From an optimization exercise on the open Yosys and OpenROAD flow, aimed at small area and a short achievable clock period; shortcuts taken in it are not production practice.
The RTL was checked by simulation tests, not by an equivalence proof against the original design.
No activity file was given, so power comes from the tool's default toggle rates.

<file path="flow/design.v">
module mux2 (
input  logic [31:0] d,
input  logic [31:0] q,
input  logic        wr,
input  logic        hold,
output logic [31:0] y
);
assign y = ({32{wr}} & d) | ({32{hold}} & q);
endmodule
module rd_aoi222 (
input  logic s0, d0, s1, d1, s2, d2,
output logic yn
);
assign yn = ~((s0 & d0) | (s1 & d1) | (s2 & d2));
endmodule
module rd_nand2 (
input  logic a, b,
output logic y
);
assign y = ~(a & b);
endmodule
module rd_nand4 (
input  logic a, b, c, d,
output logic y
);
assign y = ~(a & b & c & d);
endmodule
module rd_nand3 (
input  logic a, b, c,
output logic y
);
assign y = ~(a & b & c);
endmodule
module rd_or3 (
input  logic a, b, c,
output logic y
);
assign y = a | b | c;
endmodule
module mux32x3 (
input  logic [31:1] sel,
input  logic [31:1] d,
output logic [2:0]  u,      
output logic        y
);
logic [10:0] tn;
for (genvar i = 0; i < 10; i++) begin : l1
  rd_aoi222 c (.s0(sel[3*i+1]), .d0(d[3*i+1]), .s1(sel[3*i+2]), .d1(d[3*i+2]),
               .s2(sel[3*i+3]), .d2(d[3*i+3]), .yn(tn[i]));
end
rd_nand2 l1x (.a(sel[31]), .b(d[31]), .y(tn[10]));
rd_nand4 l2a (.a(tn[0]), .b(tn[1]), .c(tn[2]),  .d(tn[3]), .y(u[0]));
rd_nand4 l2b (.a(tn[4]), .b(tn[5]), .c(tn[6]),  .d(tn[7]), .y(u[1]));
rd_nand3 l2c (.a(tn[8]), .b(tn[9]), .c(tn[10]), .y(u[2]));
rd_or3 l3 (.a(u[0]), .b(u[1]), .c(u[2]), .y(y));
endmodule
module mux32x5 (
input  logic [31:0] in0,
input  logic [31:0] in1,
input  logic [31:0] in2,
input  logic [31:0] in3,
input  logic [31:0] in4,
input  logic [02:0] sel,
output logic [31:0] out
);
always_comb begin
  case(sel)
    3'd0: out = in0;
    3'd1: out = in1;
    3'd2: out = in2;
    3'd3: out = in3;
    3'd4: out = in4;
    default: out = '0;
  endcase
end
endmodule
module ks_pre (
input  logic [31:0] a,
input  logic [31:0] b,
input  logic        cin,
output logic [31:0] gn,
output logic [31:0] tn
);
assign gn = ~((a & b) | {31'b0, (a[0] | b[0]) & cin});
assign tn = ~(a | b);
endmodule
module ks_pre3 (
input  logic [31:0] u0,
input  logic [31:0] u1,
input  logic [31:0] u2,
input  logic [31:0] b,
output logic [31:0] gn,
output logic [31:0] tn
);
assign gn = ~((u0 | u1 | u2) & b);
assign tn = ~(u0 | u1 | u2 | b);
endmodule
module ks_xor (
input  logic [31:0] a,
input  logic [31:0] b,
output logic [31:0] y
);
assign y = a ^ b;
endmodule
module ks_xnor (
input  logic [31:0] a,
input  logic [31:0] b,
output logic [31:0] y
);
assign y = ~(a ^ b);
endmodule
module ks_aoi (
input  logic gh, th, gl, tl,
output logic gn, tn
);
assign gn = ~(gh | (th & gl));
assign tn = ~(th & tl);
endmodule
module ks_oai (
input  logic ghn, thn, gln, tln,
output logic g, t
);
assign g = ~(ghn & (thn | gln));
assign t = ~(thn | tln);
endmodule
module ks_inv (
input  logic a, b,
output logic an, bn
);
assign an = ~a;
assign bn = ~b;
endmodule
module and_32_b (
input  logic [31:0] a,
input  logic [31:0] b,
input  logic        cin,
output logic [31:0] s
);
logic [31:0] g0, t0, h, c;
logic [31:0] g1, t1, g2, t2, g3, t3, g4, t4, g5, t5;
ks_pre pre (.a(a), .b(b), .cin(cin), .gn(g0), .tn(t0));
ks_xor hx  (.a(a), .b(b), .y(h));
for (genvar i = 0; i < 32; i++) begin : l1
  if (i >= 1) begin : n
    ks_oai c (.ghn(g0[i]), .thn(t0[i]), .gln(g0[i-1]), .tln(t0[i-1]), .g(g1[i]), .t(t1[i]));
  end else begin : p
    ks_inv c (.a(g0[i]), .b(t0[i]), .an(g1[i]), .bn(t1[i]));
  end
end
for (genvar i = 0; i < 32; i++) begin : l2
  if (i >= 2) begin : n
    ks_aoi c (.gh(g1[i]), .th(t1[i]), .gl(g1[i-2]), .tl(t1[i-2]), .gn(g2[i]), .tn(t2[i]));
  end else begin : p
    ks_inv c (.a(g1[i]), .b(t1[i]), .an(g2[i]), .bn(t2[i]));
  end
end
for (genvar i = 0; i < 32; i++) begin : l3
  if (i >= 4) begin : n
    ks_oai c (.ghn(g2[i]), .thn(t2[i]), .gln(g2[i-4]), .tln(t2[i-4]), .g(g3[i]), .t(t3[i]));
  end else begin : p
    ks_inv c (.a(g2[i]), .b(t2[i]), .an(g3[i]), .bn(t3[i]));
  end
end
for (genvar i = 0; i < 32; i++) begin : l4
  if (i >= 8) begin : n
    ks_aoi c (.gh(g3[i]), .th(t3[i]), .gl(g3[i-8]), .tl(t3[i-8]), .gn(g4[i]), .tn(t4[i]));
  end else begin : p
    ks_inv c (.a(g3[i]), .b(t3[i]), .an(g4[i]), .bn(t4[i]));
  end
end
for (genvar i = 0; i < 32; i++) begin : l5
  if (i >= 16) begin : n
    ks_oai c (.ghn(g4[i]), .thn(t4[i]), .gln(g4[i-16]), .tln(t4[i-16]), .g(g5[i]), .t(t5[i]));
  end else begin : p
    ks_inv c (.a(g4[i]), .b(t4[i]), .an(g5[i]), .bn(t5[i]));
  end
end
assign c = {g5[30:0], cin};
ks_xor sx (.a(h), .b(c), .y(s));
endmodule
module or_32_b (
input  logic [31:0] a,
input  logic [31:0] u0,
input  logic [31:0] u1,
input  logic [31:0] u2,
input  logic [31:0] b,
output logic [31:0] s
);
logic [31:0] g0, t0, h, c;
logic [31:0] g1, t1, g2, t2, g3, t3, g4, t4, g5, t5;
ks_pre3 pre (.u0(u0), .u1(u1), .u2(u2), .b(b), .gn(g0), .tn(t0));
ks_xor hx  (.a(a), .b(b), .y(h));
for (genvar i = 0; i < 32; i++) begin : l1
  if (i >= 1) begin : n
    ks_oai c (.ghn(g0[i]), .thn(t0[i]), .gln(g0[i-1]), .tln(t0[i-1]), .g(g1[i]), .t(t1[i]));
  end else begin : p
    ks_inv c (.a(g0[i]), .b(t0[i]), .an(g1[i]), .bn(t1[i]));
  end
end
for (genvar i = 0; i < 32; i++) begin : l2
  if (i >= 2) begin : n
    ks_aoi c (.gh(g1[i]), .th(t1[i]), .gl(g1[i-2]), .tl(t1[i-2]), .gn(g2[i]), .tn(t2[i]));
  end else begin : p
    ks_inv c (.a(g1[i]), .b(t1[i]), .an(g2[i]), .bn(t2[i]));
  end
end
for (genvar i = 0; i < 32; i++) begin : l3
  if (i >= 4) begin : n
    ks_oai c (.ghn(g2[i]), .thn(t2[i]), .gln(g2[i-4]), .tln(t2[i-4]), .g(g3[i]), .t(t3[i]));
  end else begin : p
    ks_inv c (.a(g2[i]), .b(t2[i]), .an(g3[i]), .bn(t3[i]));
  end
end
for (genvar i = 0; i < 32; i++) begin : l4
  if (i >= 8) begin : n
    ks_aoi c (.gh(g3[i]), .th(t3[i]), .gl(g3[i-8]), .tl(t3[i-8]), .gn(g4[i]), .tn(t4[i]));
  end else begin : p
    ks_inv c (.a(g3[i]), .b(t3[i]), .an(g4[i]), .bn(t4[i]));
  end
end
for (genvar i = 0; i < 32; i++) begin : l5
  if (i >= 16) begin : n
    ks_oai c (.ghn(g4[i]), .thn(t4[i]), .gln(g4[i-16]), .tln(t4[i-16]), .g(g5[i]), .t(t5[i]));
  end else begin : p
    ks_inv c (.a(g4[i]), .b(t4[i]), .an(g5[i]), .bn(t5[i]));
  end
end
assign c = {g5[30:0], 1'b0};
ks_xor sx (.a(h), .b(c), .y(s));
endmodule
module comp_menshe (
  input  logic [31:0] A,
  input  logic [31:0] B,
  output logic        eq,
  output logic        lt,
  output logic        ltu
);
logic [31:0] g0, t0;
logic [15:0] g1, t1;
logic [7:0]  g2, t2;
logic [3:0]  g3, t3;
logic [1:0]  g4, t4;
logic        g5, t5;
logic [31:0] d;
ks_pre pre (.a(~A), .b(B), .cin(1'b0), .gn(g0), .tn(t0));
for (genvar i = 0; i < 16; i++) begin : l1
  ks_oai c (.ghn(g0[2*i+1]), .thn(t0[2*i+1]), .gln(g0[2*i]), .tln(t0[2*i]), .g(g1[i]), .t(t1[i]));
end
for (genvar i = 0; i < 8; i++) begin : l2
  ks_aoi c (.gh(g1[2*i+1]), .th(t1[2*i+1]), .gl(g1[2*i]), .tl(t1[2*i]), .gn(g2[i]), .tn(t2[i]));
end
for (genvar i = 0; i < 4; i++) begin : l3
  ks_oai c (.ghn(g2[2*i+1]), .thn(t2[2*i+1]), .gln(g2[2*i]), .tln(t2[2*i]), .g(g3[i]), .t(t3[i]));
end
for (genvar i = 0; i < 2; i++) begin : l4
  ks_aoi c (.gh(g3[2*i+1]), .th(t3[2*i+1]), .gl(g3[2*i]), .tl(t3[2*i]), .gn(g4[i]), .tn(t4[i]));
end
ks_oai l5 (.ghn(g4[1]), .thn(t4[1]), .gln(g4[0]), .tln(t4[0]), .g(g5), .t(t5));
assign ltu = g5;
assign lt  = g5 ^ A[31] ^ B[31];
ks_xor dx (.a(A), .b(B), .y(d));
assign eq = ~|d;
endmodule
module ALU (
  input  logic [31:0] A,
  input  logic [31:0] B,
  input  logic        sub,      
  input  logic        sra,      
  input  logic        left,     
  input  logic [7:0]  sel,
  input  logic [31:0] other,    
  output logic [31:0] Out_ALU,
  output logic        lt,
  output logic        ltu
);
logic [31:0] bb, sum, x, y, xr, yr, xo;
assign bb  = B ^ {32{sub}};
assign sum = A + bb + {31'b0, sub};
assign xo  = A ^ B;
assign lt  = (A[31] ^ B[31]) ? A[31] : sum[31];
assign ltu = (A[31] ^ B[31]) ? B[31] : sum[31];
always_comb for (int i = 0; i < 32; i++) xr[i] = A[31-i];
assign x = left ? xr : A;
assign y = $signed({sra & ~left & A[31], x}) >>> B[4:0];
always_comb for (int i = 0; i < 32; i++) yr[i] = y[31-i];
assign Out_ALU = ({32{sel[0]}} & sum)
               | ({32{sel[1]}} & yr)
               | ({32{sel[2]}} & {31'b0, lt})
               | ({32{sel[3]}} & {31'b0, ltu})
               | ({32{sel[4]}} & xo)
               | ({32{sel[5]}} & y)
               | ({32{sel[6]}} & (A | B))
               | ({32{sel[7]}} & (A & B))
               | other;
endmodule
module REG_FILE (
  input  logic        clk,
  input  logic        WE,
  input  logic [4:0]  WA,
  input  logic [31:0] WD,
  input  logic [4:0]  RA1,
  input  logic [4:0]  RA2,
  output logic [31:0] RD1,
  output logic [31:0] RD1u0,   
  output logic [31:0] RD1u1,
  output logic [31:0] RD1u2,
  output logic [31:0] RD2
);
logic [31:1][31:0] regs, nxt;
logic [31:1]       s1, s2, wsel, hold;
logic [31:0][31:1] col;
always_comb begin
  for (int k = 1; k < 32; k++) begin
    s1[k]   = (RA1 == 5'(k));
    s2[k]   = (RA2 == 5'(k));
    wsel[k] = WE & (WA == 5'(k));
    hold[k] = ~wsel[k];
  end
end
for (genvar k = 1; k < 32; k++) begin : t
  for (genvar b = 0; b < 32; b++) begin : u
    assign col[b][k] = regs[k][b];
  end
end
for (genvar k = 1; k < 32; k++) begin : w
  mux2 upd (.d(WD), .q(regs[k]), .wr(wsel[k]), .hold(hold[k]), .y(nxt[k]));
end
always_ff @(posedge clk) regs <= nxt;
for (genvar b = 0; b < 32; b++) begin : r
  mux32x3 rd1 (.sel(s1), .d(col[b]), .u({RD1u2[b], RD1u1[b], RD1u0[b]}), .y(RD1[b]));
  mux32x3 rd2 (.sel(s2), .d(col[b]), .u(), .y(RD2[b]));
end
endmodule
module Decoder_R (
	input [6:0] opcode,
	input [2:0] func3,
	input [6:0] func7,
	output jalr,
	output enpc,
	output jal,
	output b,
	output ws,
	output [4:0] memi,
	output mwe,
	output rfwe,
	output [4:0] aop,
	output [2:0] srcB,
	output [1:0] srcA
);
parameter opcode_R = 7'd51;
parameter opcode_I_1 = 7'd19;
parameter opcode_I_2 = 7'd3;
parameter opcode_I_3 = 7'd103;
parameter opcode_S = 7'd35;
parameter opcode_B= 7'd99;
parameter opcode_J = 7'd111;
parameter opcode_U_lui = 7'd55;
parameter opcode_U_auipc = 7'd23;
wire [31:0] ZAT;	 
assign ZAT = 32'd0;
assign srcA = (opcode == opcode_R) ? 2'd0 :
				  (opcode == opcode_I_1) ? 2'd0 :
				  (opcode == opcode_I_2) ? 2'd0 : 
				  (opcode == opcode_I_3) ? 2'd1 :
				  (opcode == opcode_S) ? 2'd0 :
				  (opcode == opcode_B) ? 2'd0 :
				  (opcode == opcode_J) ? 2'd1 :
				  (opcode == opcode_U_lui) ? 2'd2 :
				  (opcode == opcode_U_auipc) ? 2'd1 : ZAT[1:0];
assign srcB = (opcode == opcode_R) ? 3'd0 :
				  (opcode == opcode_I_1) ? 3'd1 : 
				  (opcode == opcode_I_2) ? 3'd1 :
				  (opcode == opcode_I_3) ? 3'd4 :
				  (opcode == opcode_S) ? 3'd3 :
				  (opcode == opcode_B) ? 3'd0 :
				  (opcode == opcode_J) ? 3'd4 :
				  ((opcode == opcode_U_lui) |(opcode == opcode_U_auipc))  ? 3'd2 : ZAT[2:0];
assign memi = (opcode == opcode_R) ? 5'd0 :
				  (opcode == opcode_I_1) ? 5'd0 :
				  (opcode == opcode_I_2) ? {func3, 1'b0, 1'b1} :  
				  (opcode == opcode_I_3) ? 5'd0 :
				  (opcode == opcode_S) ? {func3, 1'b1, 1'b0} :  
				  (opcode == opcode_B) ? 5'd0 :
				  (opcode == opcode_J) ? 5'd0 : 
				  ((opcode == opcode_U_lui) |(opcode == opcode_U_auipc))  ? 5'd0 : ZAT[4:0];
assign aop = (opcode == opcode_R) ? {func7[6:5], func3} :
				 (opcode == opcode_I_1) ? ((func3 == 3'd5) ? {1'b0, func7[5], func3} : {2'd0, func3}) :
				 (opcode == opcode_I_2) ? 5'd0 :   
				 (opcode == opcode_I_3) ? 5'd0 :
				 (opcode == opcode_S) ? 5'd0 :
				 (opcode == opcode_B) ? {2'd3, func3} : 
				 (opcode == opcode_J) ? 5'd0 :
				 ((opcode == opcode_U_lui) |(opcode == opcode_U_auipc))  ? 5'd0 : ZAT[4:0];
assign enpc = (opcode == opcode_R) ? 1'd1 :
				  (opcode == opcode_I_1) ? 1'd1 :
				  (opcode == opcode_I_2) ? 1'd1 :
				  (opcode == opcode_I_3) ? 1'd1 :
				  (opcode == opcode_S) ? 1'd1 :
				  (opcode == opcode_B) ? 1'd1 :
				  (opcode == opcode_J) ? 1'd1 :
				  ((opcode == opcode_U_lui) |(opcode == opcode_U_auipc))  ? 1'd1 : ZAT[0];
assign ws = (opcode == opcode_R) ? 1'd0 : 
				(opcode == opcode_I_1) ? 1'd0 :
				(opcode == opcode_I_2) ? 1'd1 :
				(opcode == opcode_I_3) ? 1'd0 :
				(opcode == opcode_S) ? 1'd1 : 
				(opcode == opcode_B) ? 1'd0 : 
				(opcode == opcode_J) ? 1'd0 :
				((opcode == opcode_U_lui) |(opcode == opcode_U_auipc))  ? 1'd0 : ZAT[0];
assign mwe = (opcode == opcode_R) ? 1'd0 :
				 (opcode == opcode_I_1) ? 1'd0 :
				 (opcode == opcode_I_2) ? 1'd0 :  
				 (opcode == opcode_I_3) ? 1'd0 :
				 (opcode == opcode_S) ? 1'd1 :
				 (opcode == opcode_B) ? 1'd0 :
				 (opcode == opcode_J) ? 1'd0 :
				 ((opcode == opcode_U_lui) |(opcode == opcode_U_auipc))  ? 1'd0 : ZAT[0];
assign rfwe = (opcode == opcode_R) ? 1'd1 :
				  (opcode == opcode_I_1) ? 1'd1 :
				  (opcode == opcode_I_2) ? 1'd1 :
				  (opcode == opcode_I_3) ? 1'd1 :
				  (opcode == opcode_S) ? 1'd0 :
				  (opcode == opcode_B) ? 1'd0 :
				  (opcode == opcode_J) ? 1'd1 : 
				  ((opcode == opcode_U_lui) |(opcode == opcode_U_auipc))  ? 1'd1 : ZAT[0];
assign jalr = (opcode == opcode_R) ? 1'd0 :
				  (opcode == opcode_I_1) ? 1'd0 :
				  (opcode == opcode_I_2) ? 1'd0 :
				  (opcode == opcode_I_3) ? 1'd1 :
				  (opcode == opcode_S) ? 1'd0 :
				  (opcode == opcode_B) ? 1'd0 :
				  (opcode == opcode_J) ? 1'd0 :
				  ((opcode == opcode_U_lui) |(opcode == opcode_U_auipc))  ? 1'd0 : ZAT[0];
assign jal = (opcode == opcode_R) ? 1'd0 :
				 (opcode == opcode_I_1) ? 1'd0 :
				 (opcode == opcode_I_2) ? 1'd0 :
				 (opcode == opcode_I_3) ? 1'd0 :
				 (opcode == opcode_S) ? 1'd0 :
				 (opcode == opcode_B) ? 1'd0 :
				 (opcode == opcode_J) ? 1'd1 :
				 ((opcode == opcode_U_lui) |(opcode == opcode_U_auipc))  ? 1'd0 : ZAT[0];
assign b = (opcode == opcode_R) ? 1'd0 :
			  (opcode == opcode_I_1) ? 1'd0 :
			  (opcode == opcode_I_2) ? 1'd0 :
			  (opcode == opcode_I_3) ? 1'd0 :
			  (opcode == opcode_S) ? 1'd0 :
			  (opcode == opcode_B) ? 1'd1 : 
			  (opcode == opcode_J) ? 1'd0 :
			  ((opcode == opcode_U_lui) |(opcode == opcode_U_auipc))  ? 1'd0 : ZAT[0];
endmodule
module core (
input  logic         clk_i,
input  logic         rst_i,
input  logic [31:0] instr_i,
output logic [31:0] instr_addr_o,
input  logic [31:0] mem_rd_i,
output logic [31:0] mem_wd_o,
output logic [31:0] mem_addr_o,
output logic [04:0] memi_o,
output logic        mem_we_o
);
logic [31:0] pc;
logic [31:0] ins;
assign ins          = instr_i;
assign instr_addr_o = pc;
logic [6:0] opcode;
logic [2:0] f3;
assign opcode = ins[6:0];
assign f3     = ins[14:12];
logic is_op, is_opi, is_ld, is_st, is_br, is_jal, is_jalr, is_lui, is_auipc;
logic valid, rfwe;
assign is_op    = (opcode == 7'b0110011);
assign is_opi   = (opcode == 7'b0010011);
assign is_ld    = (opcode == 7'b0000011);
assign is_st    = (opcode == 7'b0100011);
assign is_br    = (opcode == 7'b1100011);
assign is_jal   = (opcode == 7'b1101111);
assign is_jalr  = (opcode == 7'b1100111);
assign is_lui   = (opcode == 7'b0110111);
assign is_auipc = (opcode == 7'b0010111);
assign rfwe  = is_op | is_opi | is_ld | is_jal | is_jalr | is_lui | is_auipc;
assign valid = rfwe | is_st | is_br;
assign memi_o   = {f3 & {3{is_ld | is_st}}, is_st, is_ld};
assign mem_we_o = is_st;
logic [31:0] immI, immS, immB, immJ, immU;
assign immI = {{20{ins[31]}}, ins[31:20]};
assign immS = {{20{ins[31]}}, ins[31:25], ins[11:7]};
assign immB = {{19{ins[31]}}, ins[31], ins[7], ins[30:25], ins[11:8], 1'b0};
assign immJ = {{11{ins[31]}}, ins[31], ins[19:12], ins[20], ins[30:21], 1'b0};
assign immU = {ins[31:12], 12'b0};
logic [31:0] rs1v, rs2v, wdata;
logic [31:0] rs1u0, rs1u1, rs1u2;
REG_FILE meme1 (
  .clk(clk_i),
  .WE(rfwe),
  .WA(ins[11:7]),
  .WD(wdata),
  .RA1(ins[19:15]),
  .RA2(ins[24:20]),
  .RD1(rs1v),
  .RD1u0(rs1u0),
  .RD1u1(rs1u1),
  .RD1u2(rs1u2),
  .RD2(rs2v)
);
assign mem_wd_o = rs2v;
logic [31:0] agu;
or_32_b agu_add (.a(rs1v), .u0(rs1u0), .u1(rs1u1), .u2(rs1u2), .b(is_st ? immS : immI), .s(agu));
assign mem_addr_o = agu;
logic        alu_any, zero_res, sub;
logic [7:0]  sel;
logic [31:0] wb_other;
logic        eq, lt, ltu;
logic        alu_lt, alu_ltu;
assign alu_any  = is_op | is_opi;
assign zero_res = is_op & (ins[31] | (ins[30] & (f3 != 3'd0) & (f3 != 3'd5)));
assign sub      = (f3[2:1] == 2'b01) | (is_op & ins[30] & (f3 == 3'd0));
always_comb for (int k = 0; k < 8; k++) sel[k] = alu_any & ~zero_res & (f3 == 3'(k));
ALU alu1 (
  .A(rs1v),
  .B(is_op ? rs2v : immI),
  .sub(sub),
  .sra(ins[30]),
  .left(~f3[2]),
  .sel(sel),
  .other(wb_other),
  .Out_ALU(wdata),
  .lt(alu_lt),
  .ltu(alu_ltu)
);
comp_menshe bcmp (
  .A(rs1v),
  .B(rs2v),
  .eq(eq),
  .lt(lt),
  .ltu(ltu)
);
logic cond;
assign cond = f3[2] ? ((f3[1] ? ltu : lt) ^ f3[0]) : (~f3[1] & (eq ^ f3[0]));
logic [31:0] pc4, tgt;
assign pc4 = pc + 32'd4;
assign tgt = pc + (is_jal ? immJ : is_auipc ? immU : immB);
always_ff @(posedge clk_i) begin
  if (rst_i)
    pc <= '0;
  else if (valid) begin
    if (is_jalr)
      pc <= agu;
    else if (is_jal | (is_br & cond))
      pc <= tgt;
    else
      pc <= pc4;
  end
end
assign wb_other = ({32{is_ld}}            & mem_rd_i)
                | ({32{is_lui}}           & immU)
                | ({32{is_auipc}}         & tgt)
                | ({32{is_jal | is_jalr}} & pc4);
endmodule
</file>
<file path="flow/flow/run.sh">
#!/bin/bash
# Standard ORFS layout (the standard.sh, unchanged synthesis), with
#  - plain buf_2 port buffers instead of the default delay-buffer cells,
#  - a clock tree of clkbuf_8 cells without dummy balancing loads.
# The make output goes to flow_make.log here; ORFS keeps per-step logs in orfs/logs.
set -euo pipefail
bash standard.sh \
  "BUFFER_PORTS_ARGS=-buffer_cell sky130_fd_sc_hd__buf_2" \
  "CTS_ARGS=-sink_clustering_enable -repair_clock_nets -dont_use_dummy_load -buf_list sky130_fd_sc_hd__clkbuf_8" \
  finish > flow_make.log 2>&1
</file>
<file path="flow/standard.sh">
#!/bin/bash
# synth_recipe.tcl (not shown) runs the flow's synth.tcl, then flattens the netlist and writes it again
# the make line also repeats each setting of config.mk as NAME=value (left out here)
make -C /OpenROAD-flow-scripts/flow DESIGN_CONFIG=/design/flow/config.mk WORK_HOME=/design/flow/orfs CLKGATE_MAP_FILE= SYNTH_SCRIPT=/design/flow/synth_recipe.tcl "${@:-finish}"
</file>
<file path="flow/config.mk">
export PLATFORM = sky130hd
export DESIGN_NAME = core
export DESIGN_NICKNAME = core
export VERILOG_FILES = /design/flow/design.v
export SDC_FILE = /design/flow/constraint.sdc
export NUM_CORES = 4
export LEC_CHECK = 0
export CAP_MARGIN = 20
export CORE_MARGIN = 2
export CORE_UTILIZATION = 55
export PLACE_DENSITY = 0.72
export SETUP_SLACK_MARGIN = 4.0
export SLEW_MARGIN = 20
export SYNTH_HIERARCHICAL = 1
export TNS_END_PERCENT = 0
</file>
<file path="flow/constraint.sdc">
create_clock -name core_clock -period 12.5 [get_ports {clk_i}]
set_input_delay 2.5000 -clock core_clock [delete_from_list [all_inputs] [get_ports {clk_i}]]
set_output_delay 2.5000 -clock core_clock [all_outputs]
set_load 0.01 [all_outputs]
</file>
==> flow_metrics.py, run 1 <==
metrics = {
    "sta": {
        "worst_pin_slew_ns": 1.38,
        "drv_slew": 0,
        "max_freq_ghz": 0.114,
        "fin_crit_ns": 8.77,
        "finalClockSkew_ns": 0.109,
        "setup_viol": 0,
        "layout_setup_ws_ns": 3.73,
        "tns_ns": 0,
        "max_slew_margin_pct": 7.84,
        "min_period_over_period_pct": 70.2,
        "hold_slack_ns": 0.469,
        "grt_setup_unrepaired": "yes",
        "final-hold-violation-count": 0,
    },
    "worst_hold_path": {
        "hold_path_class": "flop to flop",
    },
    "place": {
        "dp_hpwl_mm": 169,
        "place_ws_ns": 2.44,
        "dp_cells": 6842,
        "gp_congestion": 1.06,
        "portBuffers": 167,
    },
    "power": {
        "p_comb_share_pct": 7.7,
        "leakage_uw": 0.0243,
        "internal-power_uw": 4580,
        "netSwitchingFraction_pct": 26.3,
        "p_sw_uw": 1630,
        "power_frac_clock_pct": 39.4,
        "pwr_density_cell_nw_per_um2": 100,
        "seqPwrFrac_pct": 53.0,
        "irDropWorstVdd_mv": 0.0937,
    },
    "setup_path": {
        "critPathMaxFanout": 32,
        "setup.worst_path.class": "primary input to flop",
        "end_kind": "flop",
        "crit_required_ns": 13.29,
        "critical_path_arrival_ns": 9.56,
        "cp-start-kind": "primary input",
    },
    "floorplan": {
        "die_width_um": 322,
        "core_sq_um": 100000,
        "start_util_pct": 55.4,
        "io-pin-count": 168,
        "row_count": 116,
        "dieArea_sq_um": 104000,
        "die_h_um": 322,
    },
    "route": {
        "vias_per_cell": 8.17,
        "first_iter_violations": 13700,
        "dr.pass1.iters": 17,
        "drtAntennaViolNets": 0,
        "drc_errors": 0,
        "num_vias": 58700,
        "drt_wl_total_mm": 270,
        "wire_per_inst_um": 37.6,
    },
    "finish": {
        "fin_cells": 7185,
        "syn_to_final_growth_pct": 11.8,
        "nNetsFinal": 6065,
        "layout-drive-gt1-share_pct": 20.7,
    },
    "global_routing": {
        "gr-usage-all-layers_pct": 49.4,
        "overflow": 0,
        "grt_pass1_vias": 52900,
        "antenna_found_initial": 31,
        "grt_first_pass_wirelength_mm": 377,
        "grt_max_degree": 45,
    },
    "cts": {
        "tritoncts.num_buffers": 165,
        "cts_tree": "built",
        "numClockSinks": 1024,
        "cts_max_path_buffers": 3,
        "clk_pin_slew_ns": 0.06,
        "insertion_delay_ns": 0.91,
        "clock-root-buffer": "clkbuf_8",
        "hold_buffers": 0,
        "htreeDepth": 4,
    },
    "yosys": {
        "avgSynthCellArea_sq_um": 10.0,
        "yosys_warnings": 9,
        "netlist_instances": 5533,
        "netlist_area_sq_um": 55500,
    },
    "status": {
        "status": "complete, no violations",
    },
    "flow_run": {
        "cap_violations": 0,
    },
}
flip-flops by register name, indices dropped and copies added, names as in the netlist:
name,flops
meme1.regs,992
pc,32
layer usage:
| metal | up-vias | routed length (um) | global-route usage, % |
|---|---|---|---|
| li1 | 23600 | - | - |
| met2 | 5621 | 104000 | 67.0 |
| met1 | 28000 | 91200 | 59.0 |
| met5 | - | 331 | 0.331 |
| met4 | 28 | 27700 | 38.5 |
| met3 | 1481 | 47500 | 24.3 |
worst max-delay path, cell delays in order:
cell,delay [ns]
buf_2,0.34
or2_4,0.32
nor2_4,0.05
buf_4,0.31
a222oi_1,0.50
nand4_1,0.59
or3_1,0.93
mux2_2,0.46
xor2_1,0.17
ha_1,0.40
nand2_1,0.07
o21ai_0,0.47
a211oi_1,0.15
a21oi_1,0.47
a21oi_1,0.18
xor2_1,0.21
o21ai_4,0.72
buf_4,0.43
a22o_1,0.20
stage by stage:
step	instance area (sq um)	utilization, %	power [uW]
2_1_floorplan	55500	-	3600
3_3_place_gp	57200	57.1	3760
3_5_place_dp	57200	57.1	3760
4_1_cts	61100	61.0	6130
5_1_grt	62000	61.9	6310
6_report	62000	62.0	6200
power groups by stage:
stage	Combinational, uW	Clock [uW]	Sequential, uW
after global placement	403	0	3350
final	475	2440	3290
after global routing	486	2540	3290
after floorplan	245	0	3350
after CTS	431	2410	3290
after detailed placement	407	0	3360
layout by cell type (no fill, tap or decap), types with 18 or more instances in the layout:
| cell | count |
|---|---|
| dfxtp_1 | 1024 |
| a22o_1 | 937 |
| a222oi_1 | 661 |
| nand2_1 | 367 |
| buf_4 | 271 |
| nor2_1 | 215 |
| inv_1 | 170 |
| clkbuf_8 | 167 |
| buf_2 | 160 |
| nand4_1 | 144 |
| xor2_1 | 136 |
| ha_1 | 126 |
| a21oi_1 | 119 |
| o21ai_2 | 97 |
| o21ai_0 | 88 |
| nand3_1 | 78 |
| nor2_4 | 73 |
| a21o_1 | 68 |
| a21oi_2 | 63 |
| a22o_2 | 62 |
| or3_1 | 57 |
| xnor2_1 | 49 |
| o211ai_1 | 35 |
| nor2_2 | 34 |
| nand3_2 | 33 |
| mux2i_1 | 31 |
| mux2_2 | 30 |
| a22oi_1 | 25 |
| o31ai_2 | 25 |
| mux4_2 | 25 |
| nor4_4 | 22 |
| buf_12 | 22 |
| nand2b_1 | 20 |
| a221o_1 | 20 |
| nor3_1 | 19 |
| and2_1 | 19 |
| diode_2 | 18 |
| buf_6 | 18 |
layout make-up:
| class | instances | area [sq um] |
|---|---|---|
| antenna | 18 | 45.0 |
| clock buffer | 165 | 2270 |
| fill | 8478 | 38100 |
| inverter | 174 | 653 |
| multi-input combinational | 4028 | 33400 |
| sequential | 1024 | 20500 |
| tap | 1298 | 1620 |
| timing repair buffer | 478 | 3590 |
final timing paths:
| kind | slack [ns] | start | to | cells after the start |
|---|---|---|---|---|
| max reg2reg | 6.16 | meme1.regs[104] | meme1.regs[434] | 15 |
| min | 0.47 | pc[0] | pc[0] | 2 |
| min reg2reg | 0.47 | pc[0] | pc[0] | 2 |
| max | 3.73 | instr_i[24] | meme1.regs[434] | 19 |
what timing repair did:
action	4_1_cts	5_1_grt
setup buffers	112	37
setup endpoints to repair	664	705
gates cloned	5	5
pin swaps	73	60
hold endpoints to repair	0	0
resized for setup	108	94
==> run 2: changes to the inputs <==
==> flow/flow/run.sh (replaced) <==
#!/bin/bash
# Standard ORFS layout (the standard.sh, unchanged synthesis), with
#  - plain buf_2 port buffers instead of the default delay-buffer cells,
#  - a clock tree of clkbuf_8 cells in sink clusters of at most 16 flip-flops
#    within 50 um, without dummy balancing loads.
# The make output goes to flow_make.log here; ORFS keeps per-step logs in orfs/logs.
set -euo pipefail
bash standard.sh \
  "BUFFER_PORTS_ARGS=-buffer_cell sky130_fd_sc_hd__buf_2" \
  "CTS_ARGS=-sink_clustering_enable -repair_clock_nets -dont_use_dummy_load -buf_list sky130_fd_sc_hd__clkbuf_8 -sink_clustering_size 16 -sink_clustering_max_diameter 50" \
  finish > flow_make.log 2>&1
--- a/flow/config.mk
+++ b/flow/config.mk
@@ -10,5 +10,5 @@
 export CORE_UTILIZATION = 55
 export PLACE_DENSITY = 0.72
-export SETUP_SLACK_MARGIN = 4.0
+export SETUP_SLACK_MARGIN = 4.5
 export SLEW_MARGIN = 20
 export SYNTH_HIERARCHICAL = 1
==> flow_metrics.py, run 2 <==
metrics = {
    "status": {
        "status": "complete, no violations",
    },
    "sta": {
        "drv_slew": 0,
        "max_freq_ghz": 0.117,
        "tns_ns": 0,
        "finalClockSkew_ns": 0.109,
        "min_period_over_period_pct": 68.2,
        "final-hold-violation-count": 0,
        "fin_crit_ns": 8.52,
        "worst_pin_slew_ns": 1.26,
        "max_slew_margin_pct": 16.2,
        "grt_setup_unrepaired": "yes",
        "setup_viol": 0,
    },
    "power": {
        "seqPwrFrac_pct": 59.1,
        "leakage_uw": 0.0241,
        "netSwitchingFraction_pct": 26.5,
        "p_sw_uw": 1470,
        "p_comb_share_pct": 8.8,
        "internal-power_uw": 4080,
        "pwr_density_cell_nw_per_um2": 89.6,
        "power_frac_clock_pct": 32.1,
        "irDropWorstVdd_mv": 0.109,
    },
    "place": {
        "placed_area_sq_um": 57300,
        "dp_hpwl_mm": 169,
        "gp_congestion": 1.08,
        "portBuffers": 167,
    },
    "global_routing": {
        "grt_first_pass_wirelength_mm": 374,
        "antenna_found_initial": 32,
        "gr-usage-all-layers_pct": 48.8,
        "grt_pass1_vias": 53000,
        "overflow": 0,
        "grt_max_degree": 41,
    },
    "cts": {
        "cts_max_path_buffers": 3,
        "numClockSinks": 1024,
        "htreeDepth": 3,
        "cts_tree": "built",
        "clk_pin_slew_ns": 0.06,
        "insertion_delay_ns": 0.84,
        "tritoncts.num_buffers": 93,
        "clock-root-buffer": "clkbuf_8",
    },
    "setup_path": {
        "rrSetupSlack_ns": 6.48,
        "end_kind": "flop",
        "critPathMaxFanout": 32,
        "critical_path_arrival_ns": 9.16,
        "cp-start-kind": "primary input",
        "rr_worst_depth": 17,
        "r2r-end": "meme1.regs[853]",
        "startpoint": "instr_i[24]",
        "crit_required_ns": 13.14,
        "reg2reg_from": "meme1.regs[584]",
        "setup.worst_path.class": "primary input to flop",
    },
    "route": {
        "vias_per_cell": 8.14,
        "first_iter_violations": 13000,
        "drt_wl_total_mm": 265,
        "wire_per_inst_um": 37.1,
        "num_vias": 58200,
        "drtAntennaViolNets": 0,
        "dr.pass1.iters": 15,
        "drc_errors": 0,
    },
    "finish": {
        "syn_to_final_growth_pct": 11.5,
        "post-route-util_pct": 61.8,
        "final_area_sq_um": 61900,
        "layout-drive-gt1-share_pct": 20.9,
        "mostFrequentLayoutCell": "dfxtp_1",
        "regMostFlops": "meme1.regs",
        "reg_top3": "meme1.regs x992, pc x32",
        "nNetsFinal": 6034,
        "largest_reg_flops": 992,
        "fillers": 8380,
        "final_cell_mix": "1024 x dfxtp_1, 937 x a22o_1, 661 x a222oi_1, 366 x nand2_1, 289 x buf_4",
    },
    "floorplan": {
        "dieArea_sq_um": 104000,
        "core_sq_um": 100000,
        "io-pin-count": 168,
        "row_count": 116,
        "die_width_um": 322,
        "die_h_um": 322,
        "start_util_pct": 55.4,
    },
    "worst_hold_path": {
        "hold_path_depth": 1,
        "hold_path_class": "flop to flop",
        "min_to": "meme1.regs[624]",
        "holdCritStartpoint": "meme1.regs[624]",
    },
    "yosys": {
        "netlist_area_sq_um": 55500,
        "avgSynthCellArea_sq_um": 10.0,
        "netlist_instances": 5533,
        "yosys_warnings": 9,
    },
    "flow_run": {
        "cap_violations": 0,
    },
}
## run 2: area by class of cell
class | count | area (sq um) | share of cell area, %
flip-flops and latches | 1024 | 20500 | 33.1
clock buffers | 93 | 1280 | 2.07
diodes | 16 | 40.0 | 0.0646
repair buffers | 516 | 4180 | 6.74
inverters | 174 | 653 | 1.05
well taps | 1298 | 1620 | 2.62
multi-input cells | 4031 | 33700 | 54.3
## run 2: metal layers
| layer | GRT usage [%] | wire length [um] |
|---|---|---|
| met5 | 0.993 | 305 |
| met3 | 23.0 | 46900 |
| met2 | 66.4 | 102000 |
| met1 | 58.7 | 89700 |
| met4 | 37.7 | 26600 |
## run 2: worst max-delay path by stage
stage | slack (ns) | endpoint | cells past startpoint
2_1_floorplan | 4.48 | meme1.regs[126] | 19
4_1_cts | 4.26 | mem_addr_o[31] | 15
6_report | 3.98 | meme1.regs[853] | 22
3_5_place_dp | 2.52 | meme1.regs[412] | 21
5_1_grt | 4.09 | mem_addr_o[15] | 15
3_3_place_gp | 2.55 | meme1.regs[732] | 21
## run 2: worst max-delay path, cell delays in order
cell	delay (ns)
clkbuf_4	0.29
nand2b_4	0.22
buf_12	0.17
nor2_4	0.05
buf_4	0.31
a222oi_1	0.51
nand4_1	0.78
or3_4	0.77
mux2_2	0.35
xor2_1	0.16
ha_1	0.36
a21oi_1	0.10
o21ai_0	0.31
a32oi_2	0.08
buf_4	0.18
o211a_1	0.16
or2_2	0.34
o21bai_1	0.16
xor2_1	0.10
a221o_4	0.61
buf_4	0.30
a22o_1	0.25
## run 2: what timing repair did
| item | CTS | global route |
|---|---|---|
| hold endpoints to repair | 0 | 0 |
| hold buffers | 0 | 0 |
| setup buffers | 153 | 24 |
| resized for setup | 221 | 64 |
| cloned | 13 | 1 |
| pin swaps | 142 | 72 |
| endpoints found under the setup margin | 1085 | 858 |
## run 2: per-stage QoR
step	total power, uW	std cells	hold WS, ns	setup slack, ns
floorplan	3600	5534	0.460	4.48
global placement	3760	6850	0.471	2.55
detailed placement	3760	6850	0.475	2.52
CTS	5490	7109	0.498	4.26
global route	5670	7137	0.513	4.09
finish	5550	7152	0.497	3.98
## run 2: power by group through the flow
stage          clock network, uW  logic [uW]  registers [uW]
3_5_place_dp                   0         407            3360
5_1_grt                     1890         502            3280
6_report                    1780         491            3280
2_1_floorplan                  0         251            3350
4_1_cts                     1760         453            3280
3_3_place_gp                   0         404            3350
==> run 3: changes to the inputs <==
--- a/flow/config.mk
+++ b/flow/config.mk
@@ -8,6 +8,6 @@
 export CAP_MARGIN = 20
 export CORE_MARGIN = 2
-export CORE_UTILIZATION = 55
-export PLACE_DENSITY = 0.72
+export CORE_UTILIZATION = 65
+export PLACE_DENSITY = 0.8
 export SETUP_SLACK_MARGIN = 4.5
 export SLEW_MARGIN = 20
==> flow_metrics.py, run 3 <==
metrics = {
    "status": {
        "status": "complete, no violations",
    },
    "cts": {
        "numClockSinks": 1024,
        "clock-root-buffer": "clkbuf_8",
        "htreeDepth": 3,
        "hold_buffers": 0,
        "tritoncts.num_buffers": 95,
        "cts_max_path_buffers": 3,
        "clk_pin_slew_ns": 0.06,
        "insertion_delay_ns": 0.86,
        "cts_tree": "built",
    },
    "floorplan": {
        "core_sq_um": 84900,
        "start_util_pct": 65.4,
        "io-pin-count": 168,
        "row_count": 107,
        "die_width_um": 296,
        "die_h_um": 296,
        "dieArea_sq_um": 87800,
    },
    "sta": {
        "max_slew_margin_pct": 12.1,
        "min_period_over_period_pct": 68.9,
        "hold_slack_ns": 0.480,
        "grt_setup_unrepaired": "yes",
        "drv_slew": 0,
        "worst_pin_slew_ns": 1.32,
        "finalClockSkew_ns": 0.175,
        "setup_viol": 0,
        "fin_crit_ns": 8.61,
        "max_freq_ghz": 0.116,
        "tns_ns": 0,
        "final-hold-violation-count": 0,
    },
    "power": {
        "seqPwrFrac_pct": 59.0,
        "p_comb_share_pct": 8.6,
        "internal-power_uw": 4090,
        "pwr_density_cell_nw_per_um2": 90.9,
        "netSwitchingFraction_pct": 26.5,
        "leakage_uw": 0.0238,
        "p_sw_uw": 1470,
        "power_frac_clock_pct": 32.3,
        "irDropWorstVdd_mv": 0.153,
    },
    "flow_run": {
        "cap_violations": 0,
    },
    "global_routing": {
        "antenna_found_initial": 28,
        "gr-usage-all-layers_pct": 57.6,
        "overflow": 0,
        "grt_max_degree": 51,
        "grt_pass1_vias": 53700,
        "grt_first_pass_wirelength_mm": 371,
    },
    "finish": {
        "syn_to_final_growth_pct": 10.1,
        "regMostFlops": "meme1.regs",
        "mostFrequentLayoutCell": "dfxtp_1",
        "reg_top3": "meme1.regs x992, pc x32",
        "final_area_sq_um": 61100,
        "final_cell_mix": "1024 x dfxtp_1, 937 x a22o_1, 661 x a222oi_1, 366 x nand2_1, 241 x buf_4",
        "fin_cells": 6942,
        "layout-drive-gt1-share_pct": 19.9,
        "largest_reg_flops": 992,
        "nNetsFinal": 5970,
        "post-route-util_pct": 72.0,
    },
    "setup_path": {
        "slowest_delay_ns": 0.78,
        "cp-start-kind": "primary input",
        "cp_cell_sequence": "clkbuf_4 > or3b_4 > nor2_4 > buf_4 > a222oi_1 > nand4_1 > or3_4 > mux2_2 > buf_4 > xor2_1 > ha_1 > a21oi_2 > o211ai_1 > a32oi_2 > o221ai_1 > o211ai_1 > nand2_1 > xnor3_1 > o311ai_4 > buf_6 > a22o_1",
        "critical_path_arrival_ns": 9.32,
        "cp_top_family": "compound AO/OA/AOI/OAI gates",
        "critPathMaxFanout": 32,
        "end_kind": "flop",
        "path_buf_inv": 4,
        "rr_worst_depth": 17,
        "crit_slowest_cell": "nand4_1",
        "worst-path-stages": 21,
        "crit_required_ns": 13.21,
        "setup.worst_path.class": "primary input to flop",
    },
    "worst_hold_path": {
        "hold_path_class": "flop to flop",
        "hold_path_depth": 2,
    },
    "route": {
        "drc_errors": 0,
        "drt_wl_total_mm": 265,
        "num_vias": 58800,
        "wire_per_inst_um": 38.2,
        "vias_per_cell": 8.48,
        "dr.pass1.iters": 17,
        "drtAntennaViolNets": 0,
        "first_iter_violations": 13300,
    },
    "yosys": {
        "avgSynthCellArea_sq_um": 10.0,
        "netlist_instances": 5533,
        "yosys_warnings": 9,
        "netlist_area_sq_um": 55500,
    },
    "place": {
        "gp_congestion": 1.15,
        "dp_hpwl_mm": 169,
        "dp_cells": 6694,
        "portBuffers": 167,
        "placed_area_sq_um": 57000,
    },
}
## run 3: cell count changes in the layout (fill, tap and decap cells not counted), sizes merged
cell / delta
buf: -59
diode: +8
nor2: -8
clkbuf: +3
bufbuf: -1
clkinv: -1
inv: +1
o21ai: +1
## run 3: area by class of cell
class                           count  area [sq um]
Antenna cell                       24          60.1
Multi-Input combinational cell   4024         33600
Sequential cell                  1024         20500
Tap cell                         1144          1430
Clock buffer                       95          1310
Timing Repair Buffer              457          3590
Inverter                          174           657
Fill cell                        6542         23800
## run 3: metrics by stage
stage               total power [uW]  setup slack (ns)
global placement                3760              2.18
finish                          5560              3.89
floorplan                       3600              4.48
CTS                             5470              4.39
detailed placement              3760              2.20
global route                    5640              4.08
## run 3: path summary, 6_finish.rpt
kind | startpoint | to | slack (ns)
min reg2reg | pc[0] | pc[0] | 0.48
min | pc[0] | pc[0] | 0.48
max reg2reg | meme1.regs[195] | meme1.regs[896] | 6.41
max | instr_i[23] | meme1.regs[896] | 3.89
## run 3: power by group through the flow
stage	Combinational, uW	Sequential, uW	Clock (uW)
2_1_floorplan	251	3350	0
3_3_place_gp	404	3360	0
3_5_place_dp	407	3360	0
4_1_cts	443	3280	1750
5_1_grt	488	3280	1870
6_report	479	3280	1800
## run 3: routing by layer
metal	track usage (%)	up-vias	part of all wire [%]	wire, um
li1	-	23400	-	-
met1	66.4	27500	32	83500
met2	77.8	6052	38	100000
met3	29.9	1910	19	49800
met4	47.6	24	12	30500
met5	7.04	-	0.32	859
## run 3: tightest hold or removal path, stage by stage (launching register included)
cell and delay (ns):
dfxtp_1 0.32, nand2_1 0.06, a21oi_1 0.05
## run 3: what timing repair did
action,4_1_cts,5_1_grt
buffers inserted,114,5
cloned,6,3
gates resized for setup,269,21
setup endpoints to repair,1081,903
pin swaps,147,22
==> run 4: changes to the inputs <==
==> flow/flow/run.sh (replaced) <==
#!/bin/bash
# Standard ORFS layout (the standard.sh, unchanged synthesis), with
#  - plain buf_2 port buffers instead of the default delay-buffer cells,
#  - a clock tree of clkbuf_8 cells in sink clusters of at most 14 flip-flops
#    within 45 um, without dummy balancing loads.
# The make output goes to flow_make.log here; ORFS keeps per-step logs in orfs/logs.
set -euo pipefail
bash standard.sh \
  "BUFFER_PORTS_ARGS=-buffer_cell sky130_fd_sc_hd__buf_2" \
  "CTS_ARGS=-sink_clustering_enable -repair_clock_nets -dont_use_dummy_load -buf_list sky130_fd_sc_hd__clkbuf_8 -sink_clustering_size 14 -sink_clustering_max_diameter 45" \
  finish > flow_make.log 2>&1
--- a/flow/config.mk
+++ b/flow/config.mk
@@ -8,6 +8,6 @@
 export CAP_MARGIN = 20
 export CORE_MARGIN = 2
-export CORE_UTILIZATION = 65
-export PLACE_DENSITY = 0.8
+export CORE_UTILIZATION = 60
+export PLACE_DENSITY = 0.76
 export SETUP_SLACK_MARGIN = 4.5
 export SLEW_MARGIN = 20
==> flow_metrics.py, run 4 <==
metrics = {
    "cts": {
        "htreeDepth": 3,
        "clock-root-buffer": "clkbuf_8",
        "cts_tree": "built",
        "numClockSinks": 1024,
        "clk_pin_slew_ns": 0.06,
        "insertion_delay_ns": 0.86,
        "cts_max_path_buffers": 3,
        "tritoncts.num_buffers": 103,
    },
    "finish": {
        "syn_to_final_growth_pct": 11.3,
        "final_cell_mix": "1024 x dfxtp_1, 937 x a22o_1, 661 x a222oi_1, 362 x nand2_1, 258 x buf_4",
        "nNetsFinal": 6015,
        "reg_top3": "meme1.regs x992, pc x32",
        "regMostFlops": "meme1.regs",
        "regArea_sq_um": 20500,
        "fillers": 7368,
        "post-route-util_pct": 67.4,
        "layout-drive-gt1-share_pct": 20.7,
        "multi_input_area_sq_um": 33800,
        "largest_reg_flops": 992,
        "mostFrequentLayoutCell": "dfxtp_1",
    },
    "yosys": {
        "netlist_instances": 5533,
        "avgSynthCellArea_sq_um": 10.0,
        "netlist_area_sq_um": 55500,
        "yosys_warnings": 9,
    },
    "setup_path": {
        "cp-start-kind": "primary input",
        "end_kind": "flop",
        "crit_required_ns": 13.13,
        "critPathMaxFanout": 31,
        "setup.worst_path.class": "primary input to flop",
        "critical_path_arrival_ns": 9.24,
    },
    "sta": {
        "grt_setup_unrepaired": "yes",
        "fin_crit_ns": 8.61,
        "min_period_over_period_pct": 68.8,
        "hold_slack_ns": 0.497,
        "final-hold-violation-count": 0,
        "tns_ns": 0,
        "worst_pin_slew_ns": 1.27,
        "drv_slew": 0,
        "finalClockSkew_ns": 0.119,
        "max_slew_margin_pct": 15.4,
        "setup_viol": 0,
        "max_freq_ghz": 0.116,
    },
    "place": {
        "gp_congestion": 1.08,
        "portBuffers": 167,
        "dp_hpwl_mm": 171,
    },
    "route": {
        "dr.pass1.iters": 15,
        "wire_per_inst_um": 38.6,
        "drc_errors": 0,
        "drt_wl_total_mm": 271,
        "num_vias": 58700,
        "first_iter_violations": 13700,
        "drtAntennaViolNets": 0,
        "vias_per_cell": 8.36,
    },
    "floorplan": {
        "dieArea_sq_um": 95000,
        "die_h_um": 308,
        "core_sq_um": 91700,
        "io-pin-count": 168,
        "die_width_um": 308,
        "start_util_pct": 60.6,
        "row_count": 111,
    },
    "power": {
        "pwr_density_cell_nw_per_um2": 91.5,
        "irDropWorstVdd_mv": 0.121,
        "total_power_uw": 5650,
        "leakage_uw": 0.0240,
    },
    "worst_hold_path": {
        "hold_path_class": "flop to flop",
    },
    "global_routing": {
        "grt_first_pass_wirelength_mm": 378,
        "grt_max_degree": 64,
        "overflow": 0,
        "gr-usage-all-layers_pct": 54.2,
        "antenna_found_initial": 24,
        "grt_pass1_vias": 53400,
    },
    "status": {
        "status": "complete, no violations",
    },
    "flow_run": {
        "cap_violations": 0,
    },
}
run 4: worst max-delay path, stage by stage:
cell	delay (ns)
buf_2	0.38
or3b_4	0.40
nor2_4	0.17
buf_4	0.28
a222oi_1	0.37
nand4_1	0.82
or3_4	0.77
a21o_1	0.24
xor2_1	0.16
ha_1	0.44
a21o_1	0.22
a21oi_1	0.21
a32oi_1	0.19
a311oi_1	0.38
o31ai_2	0.17
a311oi_1	0.29
nor2_1	0.07
a221o_1	0.44
buf_4	0.33
a22o_1	0.31
run 4: report_power, final:
part	leakage, uW	switching [uW]	internal, uW
clock network	0.000741	1150	727
logic	0.0150	345	150
registers	0.00825	10.2	3270
run 4: worst paths after layout:
kind	depth (start not counted)	startpoint	slack [ns]	to
worst max-delay path	20	instr_i[20]	3.89	meme1.regs[411]
worst min-delay path	1	meme1.regs[291]	0.50	meme1.regs[291]
worst max register to register	16	meme1.regs[20]	6.39	meme1.regs[411]
worst min register to register	1	meme1.regs[291]	0.50	meme1.regs[291]
run 4: final cells by class:
cell class	count	area share (%)
flip-flops and latches	1024	33.2
repair buffers	489	6.39
diodes	11	0.0445
inverters	174	1.06
clock buffers	103	2.29
well taps	1186	2.40
multi-input cells	4029	54.6
run 4: repair_timing:
item / in CTS / in global routing
buffers inserted: 126 / 35
gates cloned: 10 / 3
gates resized for setup: 227 / 82
hold buffers: 0 / 0
setup endpoints to repair: 1025 / 845
pin swaps: 137 / 76
run 4: per-stage QoR:
step	cells	worst slack (ns)	cell area, sq um
after CTS	6966	4.21	61000
after detailed placement	6727	2.65	57100
final	7016	3.89	61800
after global placement	6727	2.68	57100
after floorplan	5534	4.48	55800
after global routing	7007	4.00	61800
run 4: per-layer routing:
metal  vias up  global-route usage [%]  routed length (um)
met2      5734                    74.8              105000
met1     27700                    63.2               87600
met5         -                    3.31                 600
met3      1697                    26.1               48800
met4        33                    43.7               29000
li1      23500                       -                   -

## afterwards: timing with drivers on the ports
How much do the figures lean on ideal ports? The routed layouts below were timed once more, with nothing changed but the port constraints. Step 1 sets driving cells, clkbuf_16 on the clock port and buf_2 on the other inputs (assumed; they add their load-dependent delay and slew). Step 2 times the ports against the registers' clock, not the clock port: input delays grow and output delays shrink by t, the midpoint of the rising clock arrivals with the driver on. Three values: ideal ports, drivers, drivers and shift; two values: the first two.
| run | t, ns | setup WS [ns] | latest minus earliest clock arrival (ns) | worst slew at a driven data input, ns |
|---|---|---|---|---|
| run 1 | 0.928 | 3.730 / 3.781 / 2.852 | 0.109 / 0.109 | 0.09 |
| run 2 | 0.862 | 3.975 / 3.858 / 3.156 | 0.109 / 0.109 | 0.23 |
| run 3 | 0.842 | 3.891 / 3.941 / 3.099 | 0.175 / 0.175 | 0.19 |
| run 4 | 0.872 | 3.895 / 3.851 / 3.073 | 0.119 / 0.119 | 0.18 |
After both steps every run listed still meets setup and hold. For run 1, which loses most, drivers alone change the setup slack by +0.051 ns; drivers and shift together by -0.878 ns.
